From an optimization exercise on the open Yosys and OpenROAD flow, aimed at small area, a short achievable clock period and few clock cycles per item; shortcuts taken in it are not production practice.
In this exercise RTL edits were held to simulation tests only and were not proved equivalent to the original.
No activity file was given, so power comes from the tool's default toggle rates.

==> flow/design.v, too long to show whole: its modules and the start of the top module <==
// module booth_kod: 19 lines
// module mul_s1: 4087 lines
// module mul_s2: 1202 lines
// module mul_s3: 776 lines
// module booth_xnor: 3 lines
// module booth_sec: 3 lines
// module gp_hucre: 4 lines
// module g_hucre: 3 lines
// module fa_hucre: 4 lines
// module ha_hucre: 4 lines
// module floating_carpma: 156 lines
module floating_carpma #(
	parameter N_BIT 		= 64,
	parameter EXPONENT 		= 11,
	parameter FRACTION      = 52,
	parameter DURUM_UST_BIT = 105,
	parameter BIAS 			= 1023,
	parameter CS1W          = 530,   
	parameter CS2W          = 207
	)
    (
	input 		clk,
	input 		rst,
	input 		start,
	input 		[N_BIT-1:0] carpan,
	input 		[N_BIT-1:0] carpilan,
	output 		[N_BIT-1:0] sonuc,
	output 		ready,
	output 		done
    );
  // ...
==> flow/run.sh <==
#!/bin/bash
# synth_recipe.tcl (not shown) runs the flow's synth.tcl, then flattens the netlist and writes it again
# the make line also repeats each setting of config.mk as NAME=value (left out here)
make -C /OpenROAD-flow-scripts/flow DESIGN_CONFIG=/design/flow/config.mk WORK_HOME=/design/flow/orfs CLKGATE_MAP_FILE= SYNTH_SCRIPT=/design/flow/synth_recipe.tcl finish
==> flow/config.mk <==
export PLATFORM = sky130hd
export DESIGN_NAME = floating_carpma
export DESIGN_NICKNAME = floating_carpma
export VERILOG_FILES = /design/flow/design.v
export SDC_FILE = /design/flow/constraint.sdc
export NUM_CORES = 4
export LEC_CHECK = 0
export CAP_MARGIN = 20
export CORE_MARGIN = 2
export CORE_UTILIZATION = 45
export SETUP_SLACK_MARGIN = 3.0
export SLEW_MARGIN = 20
export SYNTH_HIERARCHICAL = 1
export SYNTH_MINIMUM_KEEP_SIZE = 0
==> flow/constraint.sdc <==
create_clock -name core_clock -period 6.0 [get_ports {clk}]
set_input_delay 1.2000 -clock core_clock [delete_from_list [all_inputs] [get_ports {clk}]]
set_output_delay 1.2000 -clock core_clock [all_outputs]
set_load 0.01 [all_outputs]
==> impl_summary.log, run 1 <==
[metrics] last weighted congestion value of the routability-driven placer: 0.9939
[metrics] effective utilization at floorplan: 0.4517
[metrics] leading cell type in the layout, fill and taps excluded: o22ai_1
[metrics] crit path launch type: register
[metrics] launching element of the worst setup path: neg_r[10]
[metrics] count of buffers inserted at the top-level ports: 195
[metrics] register bank with the most flops: cs1_r
[metrics] hold slack final: 322.8 ps
[metrics] layout-stage area growth over the synthesis result: 6.668%
[metrics] Seq power: 13.4 mW
[metrics] Worst R2R End: cs1_r[390]
[metrics] largest cell class by area: multi-input combinational cells
[metrics] result of the run: finished clean
[metrics] fin crit share: 0.5206
[metrics] non-filler instance count after layout: 10,170
[metrics] post-CTS setup repair buffer count: 145
[metrics] largest registers ranked by flip-flop count: cs1_r (530), cs2_r (206), sonuc_ (64)
[metrics] total clock network power: 7.27 mW
[metrics] DR WL met2: 143.9 mm
[metrics] Crit path required time: 6630 ps
[metrics] CTS max path bufs: 3
[metrics] multi-input gate share of the layout cell area: 0.6200
[metrics] RR Startpoint: neg_r[10]
[metrics] chain of cells forming the critical path: buf_12 -> buf_12 -> xnor2_1 -> o22ai_1 -> fa_1 -> fa_1 -> fa_1
[metrics] peak per-stage delay on the critical path: 680 ps
Testbench counts, summed over its fixed seeds: cycles 3,232, ops 3,200.
==> inputs of run 2 (changes only) <==
--- a/flow/config.mk
+++ b/flow/config.mk
@@ -9,6 +9,8 @@
 export CORE_MARGIN = 2
 export CORE_UTILIZATION = 45
+export CTS_BUF_LIST = sky130_fd_sc_hd__clkbuf_8 sky130_fd_sc_hd__clkbuf_4
 export SETUP_SLACK_MARGIN = 3.0
 export SLEW_MARGIN = 20
 export SYNTH_HIERARCHICAL = 1
 export SYNTH_MINIMUM_KEEP_SIZE = 0
+export TNS_END_PERCENT = 5
==> run 2 against run 1 <==
  * Sequential power hardly changed
  * Highest routed layer unchanged
  * Still clean on timing, DRC and antenna
  * Critical endpoint is now cs1_r[257]
  * Count of clock-buffer cells in the layout rose by 106
  * Clock power up 5.5%
==> impl_summary.log, run 2 <==
[metrics] result of the run: finished clean (unchanged)
[metrics] Worst EP arrival: 4030 ps (was 3750 ps)
[metrics] DR vias/cell: 6.278 (was 6.356)
[metrics] hold slack final: 324.8 ps (was 322.8 ps)
[metrics] wirelength, routed: 331.2 mm (was 338.8 mm)
[metrics] last weighted congestion value of the routability-driven placer: 0.9545 (was 0.9939)
[metrics] Worst Hold Launch: nan1_r (was us2_r[9])
[metrics] chain of cells forming the critical path: buf_4 -> o22ai_1 -> fa_1 -> fa_1 -> fa_1 (was buf_12 -> buf_12 -> xnor2_1 -> o22ai_1 -> fa_1 -> fa_1 -> fa_1)
[metrics] wire length per cell after detailed routing: 32.36 um (was 33.32 um)
[metrics] number of nets with antenna violations after routing: 0 (unchanged)
[metrics] TritonCTS clock tree: built (unchanged)
[metrics] antenna violations before repair: 12 (was 13)
[metrics] number of cells traversed by the worst register-to-register path: 5 (was 7)
[metrics] remaining design rule violation count: 0 (unchanged)
[metrics] most used cell along the critical path: fa_1 (unchanged)
[metrics] final setup violation count: 0 (unchanged)
[metrics] pin count of the biggest net entering global routing: 56 (unchanged)
[metrics] max reg flops: 530 (unchanged)
[metrics] leakage: 37.88 nW (was 37.97 nW)
[metrics] dpl ws: 2328 ps (was 2340 ps)
[metrics] maximum level of the CTS H-tree: 4 (was 3)
[metrics] kind of cell with the highest combined delay on the critical path: adder cells (unchanged)
[metrics] Crit path required time: 6830 ps (was 6630 ps)
[metrics] final worst-path setup slack: 2809 ps (was 2877 ps)
[metrics] fin crit share: 0.5318 (was 0.5206)
[metrics] Worst-Skew Late Latency: 1060 ps (was 810 ps)
[metrics] layout net count: 9,115 (was 9,104)
[metrics] largest registers ranked by flip-flop count: cs1_r (530), cs2_r (206), sonuc_ (64) (unchanged)
[metrics] f_max: 313.4 MHz (was 320.2 MHz)
[metrics] warning count from the yosys run: 7 (unchanged)
[metrics] RR Startpoint: two_r[7] (was neg_r[10])
[metrics] setup repair after global routing missed its margin: true (was false)
[metrics] register bank with the most flops: cs1_r (unchanged)
[metrics] Layout Utilization: 0.4791 (was 0.4818)
[metrics] hold crit path type: register to register (unchanged)
[metrics] number of global-route vias before repair: 67,560 (was 67,610)
[metrics] Worst Hold Path EP: nan2_r (was us3_r[9])
[metrics] Die Span Y: 448.5 um (unchanged)
[metrics] number of search-and-repair iterations in the first detailed-routing pass: 7 (was 9)
[metrics] top library cells by usage in the layout, fill and taps aside: o22ai_1, fa_1, xnor2_1 (unchanged)
[metrics] Netlist Area Pre-Place: 88,900 um2 (unchanged)
[metrics] post-DP HPWL: 227.5 mm (was 228.0 mm)
[metrics] minimum clock period after layout: 3191 ps (was 3123 ps)
[metrics] Slew Limit Headroom: 0.2741 (was 0.2489)
[metrics] total clock buffers created by CTS: 184 (was 117)
[metrics] worst reg-to-reg setup slack: 2810 ps (was 2880 ps)
[metrics] fill cell total of the finished layout: 17,830 (was 17,610)
[metrics] count of buffers inserted at the top-level ports: 195 (unchanged)
[metrics] launching element of the worst setup path: two_r[7] (was neg_r[10])
[metrics] count of hold-fix buffers inserted at cts: 0 (unchanged)
[metrics] number of top-level pins: 197 (unchanged)
[metrics] peak per-stage delay on the critical path: 680 ps (about the same)
[metrics] crit path launch type: register (unchanged)
[metrics] Die Span X: 448.5 um (unchanged)
[metrics] worst path buffer plus inverter count: 1 (was 2)
[metrics] Die Outline Area: 201,100 um2 (unchanged)
[metrics] max cap viols: 0 (unchanged)
[metrics] Max FO, Critical Path: 28 (was 6)
[metrics] number of DRC violations after detailed-routing iteration 0: 8,230 (was 9,051)
[metrics] count of endpoints failing hold in the final timing report: 0 (unchanged)
[metrics] critical path capture point type: register (unchanged)
[metrics] leading cell type in the layout, fill and taps excluded: o22ai_1 (unchanged)
[metrics] site row count: 163 (unchanged)
[metrics] hold depth: 0 (unchanged)
[metrics] critical-path cell with the highest stage delay: fa_1 (unchanged)
[metrics] core area: 196,800 um2 (unchanged)
[metrics] Worst-Margin Slew: 1089 ps (was 1118 ps)
[metrics] CTS max path bufs: 3 (unchanged)
[metrics] effective utilization at floorplan: 0.4517 (unchanged)
[metrics] clock slew seen by the registers of the worst setup and hold paths: 80 ps (was 60 ps)
[metrics] Final Total Pwr: 57.77 mW (was 57.91 mW)
[metrics] CTS root buf: clkbuf_8 (was clkbuf_16)
[metrics] aggregate negative setup slack: 0 ps (unchanged)
[metrics] synthesized area divided by synthesized cell count: 11.58 um2 (unchanged)
[metrics] IR Drop Worst-Case VDD: 667.0 uV (was 690.1 uV)
[metrics] layout-stage area growth over the synthesis result: 6.062% (was 6.668%)
[metrics] routed vias: 64,260 (was 64,630)
[metrics] cells after synthesis: 7,677 (unchanged)
[metrics] worst clock skew: 113.5 ps (was 79.93 ps)
[metrics] fraction of layout cells with a size suffix above 1: 0.1188 (was 0.1087)
[metrics] number of pins exceeding their max-slew limit in the final report: 0 (unchanged)
[metrics] clock tree sinks: 1,054 (unchanged)
[metrics] wire length of the first global-routing pass: 469.8 mm (was 476.7 mm)
[metrics] power density over cell area: 612.7 nW/um2 (was 610.6 nW/um2)
[metrics] Worst R2R End: cs1_r[257] (was cs1_r[390])
[metrics] category of the most critical setup path: register to register (unchanged)
[metrics] overall fraction of global-route tracks in use: 0.3254 (was 0.3305)
[metrics] total overflow reported by the global router: 0 (unchanged)
[run 2: repair_timing]
action,4_1_cts,5_1_grt
pin swaps,0,0
setup buffers,103,92
resized for setup,121,30
setup endpoints to repair,522,396
gates cloned,0,1
[run 2: per-layer routing]
layer | part of all wire | global-route usage
met5 | 0.00041 | 0.003127
met1 | 0.35 | 0.3775
met3 | 0.13 | 0.1191
met4 | 0.084 | 0.2279
met2 | 0.44 | 0.4988
[run 2: layout make-up]
type                    instances  area [um2]  area share
diodes                          5       12.51   0.0001327
clock buffers                 267        3406     0.03612
clock inverters                73       892.1    0.009461
inverters                     208       780.7    0.008280
multi-input cells            5477       58740      0.6229
flip-flops and latches       1054       21520      0.2282
well taps                    2640        3303     0.03503
repair buffers                512        5643     0.05985
[run 2: worst reg2reg max path: cells and delay by family (launching register included)]
kind / cells / cell delay, ps
adder cells (fa/ha/maj): 3 / 1700
flip-flops: 1 / 630
buffers and inverters: 1 / 440
AO/OA/AOI/OAI: 1 / 240
[run 2: worst max path at each step]
stage / end / slack [ps] / cells after the start
after detailed placement: cs1_r[257] / 2330 / 6
after global placement: b_fr0_r / 2290 / 4
after CTS: cs1_r[396] / 2800 / 5
after floorplan: cs1_r[332] / 2940 / 5
after global routing: sonuc[2] / 2840 / 1
final: cs1_r[257] / 2810 / 5
[run 2: where the power goes]
part	internal [mW]	total, mW	switching [mW]
clock	4.39	7.67	3.28
combinational	16.0	36.7	20.7
sequential	11.1	13.4	2.26
[run 2: stage by stage]
| step | cells | instance area, um2 |
|---|---|---|
| floorplan | 7707 | 89150 |
| global placement | 9695 | 87070 |
| detailed placement | 9695 | 87070 |
| CTS | 10140 | 93340 |
| global route | 10240 | 94290 |
| finish | 10240 | 94290 |

[port drivers added, routing unchanged]
In the flow no input, the clock included, has a driving cell. The finished layouts below were timed again as built, in two steps.
Step 1: set_driving_cell puts a clkbuf_16 on clk and a buf_2 on each other input, an assumption about the parent block.
Step 2, shift: input delay + t, output delay - t, t = (earliest + latest rising clock arrival at the registers) / 2. This alone moves slack from input paths to output paths.
Three values: ideal, step 1, step 2; two values: the first two.
| run | t, ns | setup WS [ns] | latest minus earliest clock arrival (ns) | cell pins on the clock port's net |
|---|---|---|---|---|
| run 1 | 0.876 | 2.877 / 2.877 / 2.135 | 0.086 / 0.086 | 1 |
| run 2 | 1.095 | 2.809 / 2.809 / 1.971 | 0.120 / 0.121 | 1 |
After both steps setup and hold are still met in every run listed. For run 2, which loses most, drivers alone change the setup slack by 0.000 ns; drivers and shift together by -0.838 ns.
